This is an optimization exercise on Yosys and OpenROAD, whose aim is small area and a short achievable clock period, not a production implementation. In this exercise RTL edits were held to simulation tests only and were not proved equivalent to the original.

==> config.mk <==
export PLATFORM = sky130hd
export DESIGN_NAME = top
export DESIGN_NICKNAME = top
export VERILOG_FILES = /design/flow/design.v
export SDC_FILE = /design/flow/constraint.sdc
export NUM_CORES = 4
export LEC_CHECK = 0
export CAP_MARGIN = 20
export CORE_MARGIN = 2
export CORE_UTILIZATION = 40
export PLACE_DENSITY = 0.6
export SLEW_MARGIN = 20
==> constraint.sdc <==
create_clock -name core_clock -period 14.0 [get_ports {clk}]
set_input_delay 2.8000 -clock core_clock [delete_from_list [all_inputs] [get_ports {clk}]]
set_output_delay 2.8000 -clock core_clock [all_outputs]
set_load 0.01 [all_outputs]
==> design.v <==
module top(clk,reset,data,valid,ready,result);
    input clk,reset;
    input [9:0]data;
    input valid;
    output ready;
    output [8:0]result;
    reg  [9:0] buf_q [0:8];
    reg  [3:0] wptr;             
    reg  [3:0] pptr;             
    reg        took;             
    reg        dv;               
    reg        w2, w3;           
    reg        done_d, rdy;
    reg  [3:0] x, y, z;
    reg  [1:0] kind;             
    reg  [8:0] res;
    function [3:0] inc9;
        input [3:0] p;
        case (p)
            4'd0: inc9 = 4'd1;
            4'd1: inc9 = 4'd2;
            4'd2: inc9 = 4'd3;
            4'd3: inc9 = 4'd4;
            4'd4: inc9 = 4'd5;
            4'd5: inc9 = 4'd6;
            4'd6: inc9 = 4'd7;
            4'd7: inc9 = 4'd8;
            default: inc9 = 4'd0;
        endcase
    endfunction
    function [3:0] inc9x2;
        input [3:0] p;
        case (p)
            4'd0: inc9x2 = 4'd2;
            4'd1: inc9x2 = 4'd3;
            4'd2: inc9x2 = 4'd4;
            4'd3: inc9x2 = 4'd5;
            4'd4: inc9x2 = 4'd6;
            4'd5: inc9x2 = 4'd7;
            4'd6: inc9x2 = 4'd8;
            4'd7: inc9x2 = 4'd0;
            default: inc9x2 = 4'd1;
        endcase
    endfunction
    wire [3:0] wptr_inc = inc9(wptr);
    wire [3:0] pptr_inc = inc9(pptr);
    wire [3:0] rptr     = took ? pptr_inc : pptr;          
    wire [3:0] rptr_inc = took ? inc9x2(pptr) : pptr_inc;
    wire [9:0] last = buf_q[pptr];
    wire [3:0] la   = last[3:0];
    wire [3:0] lb   = last[7:4];
    wire [1:0] lop  = last[9:8];
    wire lbz        = (lb == 4'd0);
    wire long_last  = lop[1] && (!lop[0] || !lbz);
    wire busy1      = took && long_last;                   
    wire full     = dv && (wptr == rptr);
    wire compute  = !busy1 && !w2;
    wire take     = dv && compute;
    wire nonempty = dv ? (wptr != rptr_inc) : (wptr != rptr);
    wire rd       = nonempty && (!dv || compute);
    integer i;
    always @(posedge clk) begin
        for (i = 0; i < 9; i = i + 1)
            if (!full && wptr == i) buf_q[i] <= data;
    end
    always @(posedge clk or posedge reset) begin
        if (reset) begin
            wptr <= 0;
            pptr <= 0;
            took <= 0;
            dv <= 0;
            w2 <= 0;
            w3 <= 0;
            done_d <= 0;
            rdy <= 0;
        end else begin
            if (valid && !full) wptr <= wptr_inc;
            pptr <= rptr;
            took <= take;
            if (rd) dv <= 1'b1;
            else if (compute) dv <= 1'b0;
            w2 <= busy1;
            w3 <= w2;
            done_d <= (took && !long_last) || w3;
            rdy <= done_d;
        end
    end
    wire [4:0] dt   = {x, y[3]} - {1'b0, z};
    wire       dge  = !dt[4];
    wire [3:0] dx   = dge ? dt[3:0] : {x[2:0], y[3]};
    wire [3:0] dy   = {y[2:0], dge};
    wire [4:0] ms   = {1'b0, x} + {1'b0, z & {4{y[0]}}};
    wire [3:0] mx   = ms[4:1];
    wire [3:0] my   = {ms[0], y[3:1]};
    wire [3:0] sx   = kind[0] ? dx : mx;
    wire [3:0] sy   = kind[0] ? dy : my;
    wire ldiv0 = (lop == 2'b11) && lbz;
    wire dge1  = la[3] && (lb == 4'd1);
    reg  [3:0] lx, ly;
    always @(*) begin
        case (lop)
            2'b10: begin lx = {1'b0, lb[3:1] & {3{la[0]}}}; ly = {la[0] & lb[0], la[3:1]}; end
            2'b11: begin lx = {3'b000, la[3] && !dge1};     ly = lbz ? 4'd0 : {la[2:0], dge1}; end
            default: begin lx = 4'd0;                       ly = la; end
        endcase
    end
    always @(posedge clk) begin
        if (took) begin
            x <= lx;
            y <= ly;
        end else begin
            x <= sx;
            y <= sy;
        end
        if (took) begin
            z <= lb;
            kind <= ldiv0 ? 2'b00 : lop;
        end
    end
    wire       sub = (kind == 2'b01);
    wire [4:0] as  = {1'b0, y} + {sub, z ^ {4{sub}}} + {4'd0, sub};
    always @(posedge clk) begin
        case (kind)
            2'b10:   res <= {1'b0, mx, my};
            2'b11:   res <= {5'd0, dy};
            2'b01:   res <= {{4{as[4]}}, as};
            default: res <= {4'd0, as};
        endcase
    end
    assign ready  = rdy;
    assign result = res;
endmodule
==> flow/run.sh <==
#!/bin/bash
# Standard layout with faster port buffers, a lighter clock tree, and the
# resizer's setup repair aimed well below the clock period.
set -uo pipefail
export BUFFER_PORTS_ARGS="-buffer_cell sky130_fd_sc_hd__buf_2"
export CTS_ARGS="-sink_clustering_enable -repair_clock_nets -dont_use_dummy_load -buf_list sky130_fd_sc_hd__clkbuf_8 -sink_clustering_size 30 -sink_clustering_max_diameter 100"
export SETUP_SLACK_MARGIN=10.4
bash standard.sh > standard.log 2>&1
==> standard.sh <==
#!/bin/bash
# synth_recipe.tcl (not shown) runs the flow's synth.tcl, then flattens the netlist and writes it again
# the make line also repeats each setting of config.mk as NAME=value (left out here)
make -C /OpenROAD-flow-scripts/flow DESIGN_CONFIG=/design/flow/config.mk WORK_HOME=/design/flow/orfs CLKGATE_MAP_FILE= SYNTH_SCRIPT=/design/flow/synth_recipe.tcl "${@:-finish}"
==> out/summary.txt, run 1 <==
Outcome = no timing/DRC/antenna violations
Chip Width = 126.3 um
Number of DRC markers in iteration 0 = 300
Antenna Cells = 0
Setup crit start kind = register
Achievable clock frequency = 0.2693 GHz
Top Ports = 23
Cts hold-fix bufs = 0
Pin count of the biggest net entering global routing = 38
Antenna Nets Post-Route = 0
Hold path start = done_d
Final hold violations = 0
Async S/R FF share, synth = 0.1102
IO Port Bufs = 22
Worst Hold Depth = 0
H-tree depth = 4
Setup CP Type = reg2out
CP endpoint kind = primary output
CP top delay family = flip-flops
R2r setup slk = 10.58 ns
Routed WL = 13090 um
Final-stage net count = 537
TritonCTS Sinks = 127
Vias/cell = 5.736
DRT Pass-1 Iters = 5
Period utilization = 0.2653
FP Rows = 44
Post-synth EDFFs = 96
FF-to-FF Start = pptr[0]
CP Max Fanout = 1
Later-pin clock latency in the skew report = 0.44 ns
Wire length per cell = 19.31 um
Die area = 15960 um^2
CTS tree = done
Share of cells above drive strength 1 = 0.1316
Num CTS Buffers = 17
Die Ht = 126.3 um
CP required = 11.20 ns
Vias = 3889
Hold Path Sink = rdy
GR Overflow Total = 0
Starting density of the core = 0.4103
Crit path buf inv count = 1
First-pass GRT wire length = 20860 um
Synth Net Count = 519
Crit path largest cell delay = 0.36 ns
FF-to-FF End = dv
Reg clk slew, reported paths = 0.06 ns
Synth warn = 2
Avg Cell Area, Syn = 12.52 um^2
Initial antenna violation count = 0
Fin crit period = 3.714 ns
Seq/Total Area, Yosys = 0.5970
Cell Area, Synth = 5986 um^2
Max-slew headroom = 0.4346
Worst Tran Pin Value = 0.8403 ns
Final setup TNS = 0 ns
Crit-path slowest cell = dfrtp_1
Core Area = 14590 um^2
Vias in the first global route = 3876
Clk_skew = 0.02391 ns
P&R area growth vs syn = 8.800%
RSZ-0062 raised after global routing = true
Post-DP HPWL = 8779 um
Worst setup margin = 10.29 ns
RePlAce Congestion = 0.8166
DR DRC count = 0
Netlist cell types = 63
Slew Viols, Final = 0
Mapped Cells = 478
Synth Register Bits = 127
Ys flop type = edfxtp_1
Bufs on Longest Clock Path = 2
R2R cell count = 8
Gr usage total = 0.1703
CP Cell Sequence = buf_2
Clock root cell = clkbuf_8
Setup slack at placement = 10.33 ns
Critical Path AT = 0.91 ns
Max Cap Violations = 0
Final setup fails = 0
Hold Crit Class = reg2reg
## placed cells by master (no fill, tap or decap), types with 13 or more instances in the layout
| master | count |
|---|---|
| a21oi_1 | 21 |
| ha_1 | 21 |
| dfxtp_1 | 15 |
| buf_2 | 20 |
| dfrtp_1 | 13 |
| inv_1 | 21 |
| clkbuf_8 | 17 |
| nor2_1 | 32 |
| a22oi_1 | 18 |
| edfxtp_1 | 96 |
| nand2_1 | 22 |
| o21ai_0 | 13 |
## final cells by class
cell class / instances / area [um^2]
fillers: 1286 / 8077
flip-flops and latches: 127 / 3577
multi-input cells: 299 / 2217
clock buffers: 17 / 234.0
well taps: 184 / 230.2
repair buffers: 28 / 167.7
inverters: 23 / 86.33
## synth_stat cells (4+ instances only)
library cell	instances	area share
and2_1	9	0.0094
a22oi_1	18	0.023
mux2i_1	12	0.020
inv_1	21	0.013
nand2b_1	7	0.0073
xnor2_1	10	0.015
nor3_1	9	0.0075
nor2b_1	4	0.0042
a21o_1	4	0.0050
a311o_1	4	0.0067
xor2_1	6	0.0088
o21ai_0	13	0.011
o21a_1	6	0.0075
a32oi_1	4	0.0059
a221oi_1	12	0.018
ha_1	25	0.052
dfrtp_1	14	0.059
a31oi_1	7	0.0073
nor2_1	32	0.020
nand3b_1	5	0.0063
edfxtp_1	96	0.48
a211o_1	4	0.0059
nand3_1	10	0.0084
nand2_1	22	0.014
a21oi_1	21	0.018
buf_2	7	0.0059
dfxtp_1	17	0.057
clkbuf_1	18	0.011
a22o_1	6	0.0088
## routing by layer
metal | global-route usage | part of all wire | up-vias
met2 | 0.2789 | 0.48 | 105
met5 | 0 | 0 | -
met4 | 0.06141 | 0.020 | 0
met3 | 0.03922 | 0.045 | 22
met1 | 0.2233 | 0.46 | 1913
li1 | - | - | 1849
## worst max path at each step
stage,end,depth (start not counted),slack (ns),startpoint
2_1_floorplan,wptr[0],2,10.61,valid
3_3_place_gp,dv,8,10.47,pptr[0]
3_5_place_dp,dv,8,10.33,pptr[0]
4_1_cts,ready,1,10.26,rdy
5_1_grt,ready,1,10.24,rdy
6_report,ready,1,10.29,rdy
## state kept, by name, summed over array words and instances, names as in the netlist, 2 cells and up
name,flops
buf_q,90
res,9
pptr,4
wptr,4
x,4
y,4
z,4
kind,2
## worst register-to-register path: cells and delay by family, from the launching register on
| family | cells | cell delay (ns) |
|---|---|---|
| and+or+nand+nor | 2 | 0.94 |
| AOI/OAI and AO/OA | 4 | 1.21 |
| DFF | 1 | 0.46 |
| adders and majority gates | 1 | 0.39 |
| buffers and inverters | 1 | 0.29 |
## through the flow
step                      std cells  utilization  cell area, um^2  hold slack [ns]
after global placement          661       0.4286             6252           0.3324
after floorplan                 478            -             5986           0.3312
after detailed placement        661       0.4286             6252           0.3471
after CTS                       678       0.4449             6491           0.3612
after global routing            678       0.4464             6513           0.3637
final                           678       0.4464             6513           0.3556
## repair_timing
action | 4_1_cts | 5_1_grt
endpoints found under the setup margin | 11 | 74
buffers inserted | 0 | 0
resized for setup | 2 | 7
gates cloned | 0 | 0
## logic make-up after synthesis
family / after synthesis / synth area share
and+or+nand+nor: 113 / 0.09657
adders and majority gates: 28 / 0.06229
AOI/OAI and AO/OA: 127 / 0.1589
DFF: 127 / 0.5970
muxes: 14 / 0.02383
buffers and inverters: 52 / 0.03533
xor gates and xnor gates: 17 / 0.02613
==> run 2: changes to the inputs <==
==> flow/run.sh (replaced) <==
#!/bin/bash
# Standard layout with faster port buffers and a lighter clock tree.
set -uo pipefail
export BUFFER_PORTS_ARGS="-buffer_cell sky130_fd_sc_hd__buf_2"
export CTS_ARGS="-sink_clustering_enable -repair_clock_nets -dont_use_dummy_load -buf_list sky130_fd_sc_hd__clkbuf_8 -sink_clustering_size 30 -sink_clustering_max_diameter 100"
bash standard.sh > standard.log 2>&1
==> out/summary.txt, run 2 <==
Wire length per cell = 19.25 um
Final setup TNS = 0 ns
First-pass GRT wire length = 20870 um
CTS resizes = 0
Post-synth top area cell = edfxtp_1
R2R cell count = 8
P&R area growth vs syn = 8.361%
Hold Path Sink = rdy
Ys flop type = edfxtp_1
Top Ports = 23
Final hold violations = 0
Chip Width = 126.3 um
Largest registers = buf_q: 90 flops, res: 9 flops
Dominant cells by area after synthesis = edfxtp_1 48%, dfrtp_1 5.9%, dfxtp_1 5.7%
Reg clk slew, reported paths = 0.06 ns
DRT Pass-1 Iters = 5
Fin crit period = 3.714 ns
Mapped Cells = 478
Vias = 3884
Post-synth top cells = 96 x edfxtp_1, 32 x nor2_1, 25 x ha_1, 22 x nand2_1
RSZ-0062 raised after global routing = false
Post-DP HPWL = 8779 um
Initial antenna violation count = 0
Starting density of the core = 0.4103
Clock root cell = clkbuf_8
Slew Viols, Final = 0
FP Rows = 44
Biggest register = buf_q
Achievable clock frequency = 0.2692 GHz
Commonest non-fill, non-tap cells in the layout = 96 x edfxtp_1, 32 x nor2_1, 25 x ha_1
Gr usage total = 0.1704
Async S/R FF share, synth = 0.1102
Setup CP Type = reg2out
Number of DRC markers in iteration 0 = 308
Yosys top cell area share = 0.4816
Seq/Total Area, Yosys = 0.5970
Cell Area, Synth = 5986 um^2
Max reg flops = 90
Worst Hold Depth = 0
CP Cell Sequence = buf_2
H-tree depth = 4
Pin count of the biggest net entering global routing = 38
Max Cap Violations = 0
Synth Register Bits = 127
Crit path buf inv count = 1
Outcome = no timing/DRC/antenna violations
Max-slew headroom = 0.3163
IO Port Bufs = 22
Synth warn = 2
Crit-path slowest cell = dfrtp_1
Antenna Nets Post-Route = 0
Num CTS Buffers = 17
Post-CTS Setup Repair Bufs = 0
Avg Cell Area, Syn = 12.52 um^2
CP Max Fanout = 1
Die area = 15960 um^2
Final setup fails = 0
Share of cells above drive strength 1 = 0.1174
CP endpoint kind = primary output
Hold path start = done_d
Vias/cell = 5.729
Worst Tran Pin Value = 1.026 ns
Final-stage net count = 537
FF-to-FF End = dv
CP required = 11.20 ns
Clk_skew = 0.02493 ns
DR DRC count = 0
Post-synth EDFFs = 96
Period utilization = 0.2653
R2r setup slk = 10.33 ns
GR Overflow Total = 0
Top-count cell post-synth = edfxtp_1
Bufs on Longest Clock Path = 2
Cts hold-fix bufs = 0
Setup crit start kind = register
Die Ht = 126.3 um
Crit path largest cell delay = 0.36 ns
CP top delay family = flip-flops
Core Area = 14590 um^2
Vias in the first global route = 3877
TritonCTS Sinks = 127
Synth Net Count = 519
RePlAce Congestion = 0.8166
Commonest non-fill, non-tap cell in the layout = edfxtp_1
Netlist cell types = 63
Hold Crit Class = reg2reg
FF-to-FF Start = pptr[0]
CTS tree = done
Critical Path AT = 0.91 ns
Routed WL = 13050 um
Later-pin clock latency in the skew report = 0.44 ns
Antenna Cells = 0
Fillers = 1291
## run 2: changes by cell type in the layout (fill, tap and decap cells not counted)
cell and delta:
ha_2 -4, ha_1 +4, buf_6 -2, buf_2 +2, dfxtp_2 -2, dfrtp_1 +1, dfrtp_2 -1, dfxtp_1 +2
## run 2: cells by family after synthesis
kind of cell             synth area share
AO/OA/AOI/OAI                      0.1589
XOR/XNOR                          0.02613
adder cells (fa/ha/maj)           0.06229
buffers and inverters             0.03533
flip-flops                         0.5970
multiplexers                      0.02383
AND/OR/NAND/NOR                   0.09657
## run 2: worst max-delay path by stage
stage                  from  endpoint  cells past startpoint
CTS                     rdy     ready                      1
detailed placement  pptr[0]        dv                      8
global route        pptr[0]        dv                      8
floorplan             valid   wptr[0]                      2
finish                  rdy     ready                      1
global placement    pptr[0]        dv                      8
## run 2: through the flow
stage / instance area, um^2 / hold WS [ns] / setup slack (ns) / instances / utilization
after CTS: 6486 / 0.3612 / 10.26 / 678 / 0.4446
after global routing: 6486 / 0.3637 / 10.04 / 678 / 0.4446
final: 6486 / 0.3556 / 10.29 / 678 / 0.4446
after global placement: 6252 / 0.3324 / 10.47 / 661 / 0.4286
after detailed placement: 6252 / 0.3471 / 10.33 / 661 / 0.4286
after floorplan: 5986 / 0.3312 / 10.61 / 478 / -
## run 2: layer usage
layer | vias up | global-route usage | share of wire
met5 | - | 0 | 0
met4 | 0 | 0.06141 | 0.020
li1 | 1848 | - | -
met2 | 123 | 0.2789 | 0.48
met3 | 23 | 0.03922 | 0.057
met1 | 1890 | 0.2236 | 0.45
## run 2: cell type report
class                   instances  area, um^2  area share
inverters                      23       86.33     0.01331
multi-input cells             299        2207      0.3403
flip-flops and latches        127        3573      0.5509
clock buffers                  17       234.0     0.03607
repair buffers                 28       155.1     0.02392
well taps                     184       230.2     0.03549
==> run 3: changes to the inputs <==
--- a/design.v
+++ b/design.v
@@ -85,23 +85,26 @@
             rdy <= done_d;
         end
     end
+    wire [4:0] ms   = {1'b0, x} + {1'b0, z & {4{y[0]}}};
+    wire [3:0] mx   = ms[4:1];
+    wire [3:0] my   = {ms[0], y[3:1]};
     wire [4:0] dt   = {x, y[3]} - {1'b0, z};
     wire       dge  = !dt[4];
     wire [3:0] dx   = dge ? dt[3:0] : {x[2:0], y[3]};
     wire [3:0] dy   = {y[2:0], dge};
-    wire [4:0] ms   = {1'b0, x} + {1'b0, z & {4{y[0]}}};
-    wire [3:0] mx   = ms[4:1];
-    wire [3:0] my   = {ms[0], y[3:1]};
     wire [3:0] sx   = kind[0] ? dx : mx;
     wire [3:0] sy   = kind[0] ? dy : my;
-    wire ldiv0 = (lop == 2'b11) && lbz;
     wire dge1  = la[3] && (lb == 4'd1);
     reg  [3:0] lx, ly;
     always @(*) begin
         case (lop)
+            2'b00: begin lx = la;                           ly = 4'b0001; end
+            2'b01: begin lx = {1'b0, la[3:1]};              ly = {la[0], 3'b000}; end
             2'b10: begin lx = {1'b0, lb[3:1] & {3{la[0]}}}; ly = {la[0] & lb[0], la[3:1]}; end
-            2'b11: begin lx = {3'b000, la[3] && !dge1};     ly = lbz ? 4'd0 : {la[2:0], dge1}; end
-            default: begin lx = 4'd0;                       ly = la; end
+            default: begin
+                if (lbz) begin lx = 4'd0;                   ly = 4'b0001; end
+                else     begin lx = {3'b000, la[3] && !dge1}; ly = {la[2:0], dge1}; end
+            end
         endcase
     end
     always @(posedge clk) begin
@@ -114,17 +117,15 @@
         end
         if (took) begin
             z <= lb;
-            kind <= ldiv0 ? 2'b00 : lop;
+            kind <= (lop == 2'b11 && lbz) ? 2'b00 : lop;
         end
     end
-    wire       sub = (kind == 2'b01);
-    wire [4:0] as  = {1'b0, y} + {sub, z ^ {4{sub}}} + {4'd0, sub};
     always @(posedge clk) begin
         case (kind)
             2'b10:   res <= {1'b0, mx, my};
             2'b11:   res <= {5'd0, dy};
-            2'b01:   res <= {{4{as[4]}}, as};
-            default: res <= {4'd0, as};
+            2'b01:   res <= {{4{dt[4]}}, dt};
+            default: res <= {4'd0, ms};
         endcase
     end
     assign ready  = rdy;
==> flow/run.sh (replaced) <==
#!/bin/bash
# Standard layout with faster port buffers, a lighter clock tree, and the
# resizer's setup repair aimed well below the clock period.
set -uo pipefail
export BUFFER_PORTS_ARGS="-buffer_cell sky130_fd_sc_hd__buf_2"
export CTS_ARGS="-sink_clustering_enable -repair_clock_nets -dont_use_dummy_load -buf_list sky130_fd_sc_hd__clkbuf_8 -sink_clustering_size 30 -sink_clustering_max_diameter 100"
export SETUP_SLACK_MARGIN=10.4
bash standard.sh > standard.log 2>&1
==> out/summary.txt, run 3 <==
R2R cell count = 6
Crit path buf inv count = 1
Period utilization = 0.2642
Core Area = 13990 um^2
Netlist cell types = 64
Slew Viols, Final = 0
Starting density of the core = 0.4142
CP Max Fanout = 1
Number of DRC markers in iteration 0 = 319
Die Ht = 124.4 um
Commonest non-fill, non-tap cells in the layout = 96 x edfxtp_1, 25 x a21oi_1, 23 x inv_1
Initial antenna violation count = 0
Critical Path AT = 0.90 ns
H-tree depth = 4
Pin count of the biggest net entering global routing = 35
FF-to-FF Start = took
RePlAce Congestion = 0.8218
Vias/cell = 5.630
Top-count cell post-synth = edfxtp_1
Async S/R FF share, synth = 0.1102
Avg Cell Area, Syn = 12.73 um^2
Top Ports = 23
Final setup TNS = 0 ns
Post-DP HPWL = 8791 um
CTS tree = done
P&R area growth vs syn = 10.65%
Bufs on Longest Clock Path = 2
GR Overflow Total = 0
Max Cap Violations = 0
Clock root cell = clkbuf_8
Later-pin clock latency in the skew report = 0.44 ns
FP Rows = 43
Yosys top cell area share = 0.4975
Largest registers = buf_q: 90 flops, res: 9 flops
Share of cells above drive strength 1 = 0.1530
Achievable clock frequency = 0.2703 GHz
Crit-path slowest cell = dfrtp_1
First-pass GRT wire length = 20490 um
Final setup fails = 0
Die area = 15460 um^2
Seq/Total Area, Yosys = 0.6167
Clk_skew = 0.02180 ns
Vias = 3699
Dominant cells by area after synthesis = edfxtp_1 50%, dfrtp_1 6.0%, dfxtp_1 5.9%
Post-synth top cells = 96 x edfxtp_1, 25 x a21oi_1, 23 x inv_1, 22 x nand2_1, 22 x nor2_1
RSZ-0062 raised after global routing = true
Gr usage total = 0.1723
Fin crit period = 3.699 ns
Worst Tran Pin Value = 0.8177 ns
TritonCTS Sinks = 127
FF-to-FF End = buf_q[0][4]
Vias in the first global route = 3741
Reg clk slew, reported paths = 0.05 ns
CP top delay family = flip-flops
Crit path largest cell delay = 0.35 ns
DRT Pass-1 Iters = 5
Post-synthesis simple-gate area fraction = 0.08335
CP startpoint = rdy
IO Port Bufs = 22
Setup crit start kind = register
Post-synthesis mux area share = 0.03131
Final-stage net count = 514
Setup CP Type = reg2out
CP Cell Sequence = buf_2
Synth Area in Compound Gates = 0.1622
Wire length per cell = 19.69 um
Routed WL = 12940 um
CP required = 11.20 ns
Post-synth EDFFs = 96
Largest family of logic cells by synthesized area = compound AO/OA/AOI/OAI gates
Cell Area, Synth = 5794 um^2
Crit path depth = 1
Antenna Nets Post-Route = 0
Post-synth top area cell = edfxtp_1
CP Capture Point = ready
Post-CTS Setup Repair Bufs = 0
Chip Width = 124.4 um
Max reg flops = 90
Max-slew headroom = 0.4509
DR DRC count = 0
Synth Net Count = 490
XOR/XNOR Fraction of Synth Area = 0.01965
R2r setup slk = 10.63 ns
Adder-cell share of the synthesized area = 0.05010
Fin cells = 657
Mapped Cells = 455
Placed Cells = 640
Fillers = 1281
Synth Register Bits = 127
Cts hold-fix bufs = 0
Final hold violations = 0
Commonest non-fill, non-tap cell in the layout = edfxtp_1
Hold Crit Class = reg2reg
Antenna Cells = 0
Ys flop type = edfxtp_1
Num CTS Buffers = 17
Synth warn = 2
CP endpoint kind = primary output
Biggest register = buf_q
Outcome = no timing/DRC/antenna violations
-- run 3: cell types whose count changed after synthesis, moves of 7 or more --
cell	delta
a211oi_1	+13
nor2_1	-10
a221oi_1	-8
clkbuf_1	-7
nor3_1	-7
o22ai_1	+7
-- run 3: layout make-up --
cell class / instances / area, um^2 / area share
clock buffer: 17 / 234.0 / 0.03649
inverter: 26 / 97.59 / 0.01522
multi-input combinational: 277 / 2102 / 0.3279
sequential: 127 / 3576 / 0.5578
tap: 180 / 225.2 / 0.03513
timing repair buffer: 30 / 176.4 / 0.02752
-- run 3: how the worst min path moves through the flow --
stage	end	slack [ns]	cells past startpoint	from
after CTS	rdy	0.35	0	done_d
after detailed placement	rdy	0.34	0	done_d
after global routing	rdy	0.36	0	done_d
final	rdy	0.35	0	done_d
after global placement	rdy	0.33	0	done_d
after floorplan	rdy	0.33	0	done_d
-- run 3: cell families after synthesis --
group,after synthesis
mux,16
buf+inv,51
simple gates,92
xor+xnor,13
compound gates,134
fa+ha+maj,22
flops,127
-- run 3: routing by layer --
metal  share of wire  track usage
met1            0.44       0.2228
met2            0.49       0.2809
met3           0.057      0.04381
met4           0.017      0.06279
met5               0            0
-- run 3: what timing repair did --
item / in CTS / in global routing
endpoints found under the hold margin: 0 / 0
pin swaps: 0 / 0
gates resized for setup: 6 / 8
gates cloned: 0 / 0
setup endpoints to repair: 71 / 52
-- run 3: per-stage QoR --
stage / setup WS, ns / cell area, um^2 / hold WS [ns] / utilization
2_1_floorplan: 10.50 / 5794 / 0.3312 / -
3_3_place_gp: 10.21 / 6100 / 0.3335 / 0.4360
3_5_place_dp: 10.05 / 6100 / 0.3362 / 0.4360
4_1_cts: 10.27 / 6347 / 0.3483 / 0.4538
5_1_grt: 10.25 / 6411 / 0.3574 / 0.4583
6_report: 10.30 / 6411 / 0.3454 / 0.4583

-- port drivers added, routing unchanged --
In the flow no input, the clock included, has a driving cell. The finished layouts below were timed again as built, in two steps.
Step 1 sets driving cells, clkbuf_16 on the clock port and buf_2 on the other inputs (assumed; they add their load-dependent delay and slew).
Step 2, shift: input delay + t, output delay - t, t = (earliest + latest rising clock arrival at the registers) / 2. This alone moves slack from input paths to output paths.
Slacks: ideal ports / drivers / drivers and shift; pairs: ideal ports / drivers.
run	shift t [ns]	setup WS [ns]	latest minus earliest clock arrival (ns)
run 1	0.465	10.286 / 10.251 / 10.459	0.025 / 0.026
run 2	0.466	10.286 / 10.250 / 10.325	0.025 / 0.026
run 3	0.459	10.301 / 10.267 / 10.317	0.021 / 0.021
After both steps every run listed still meets setup and hold.
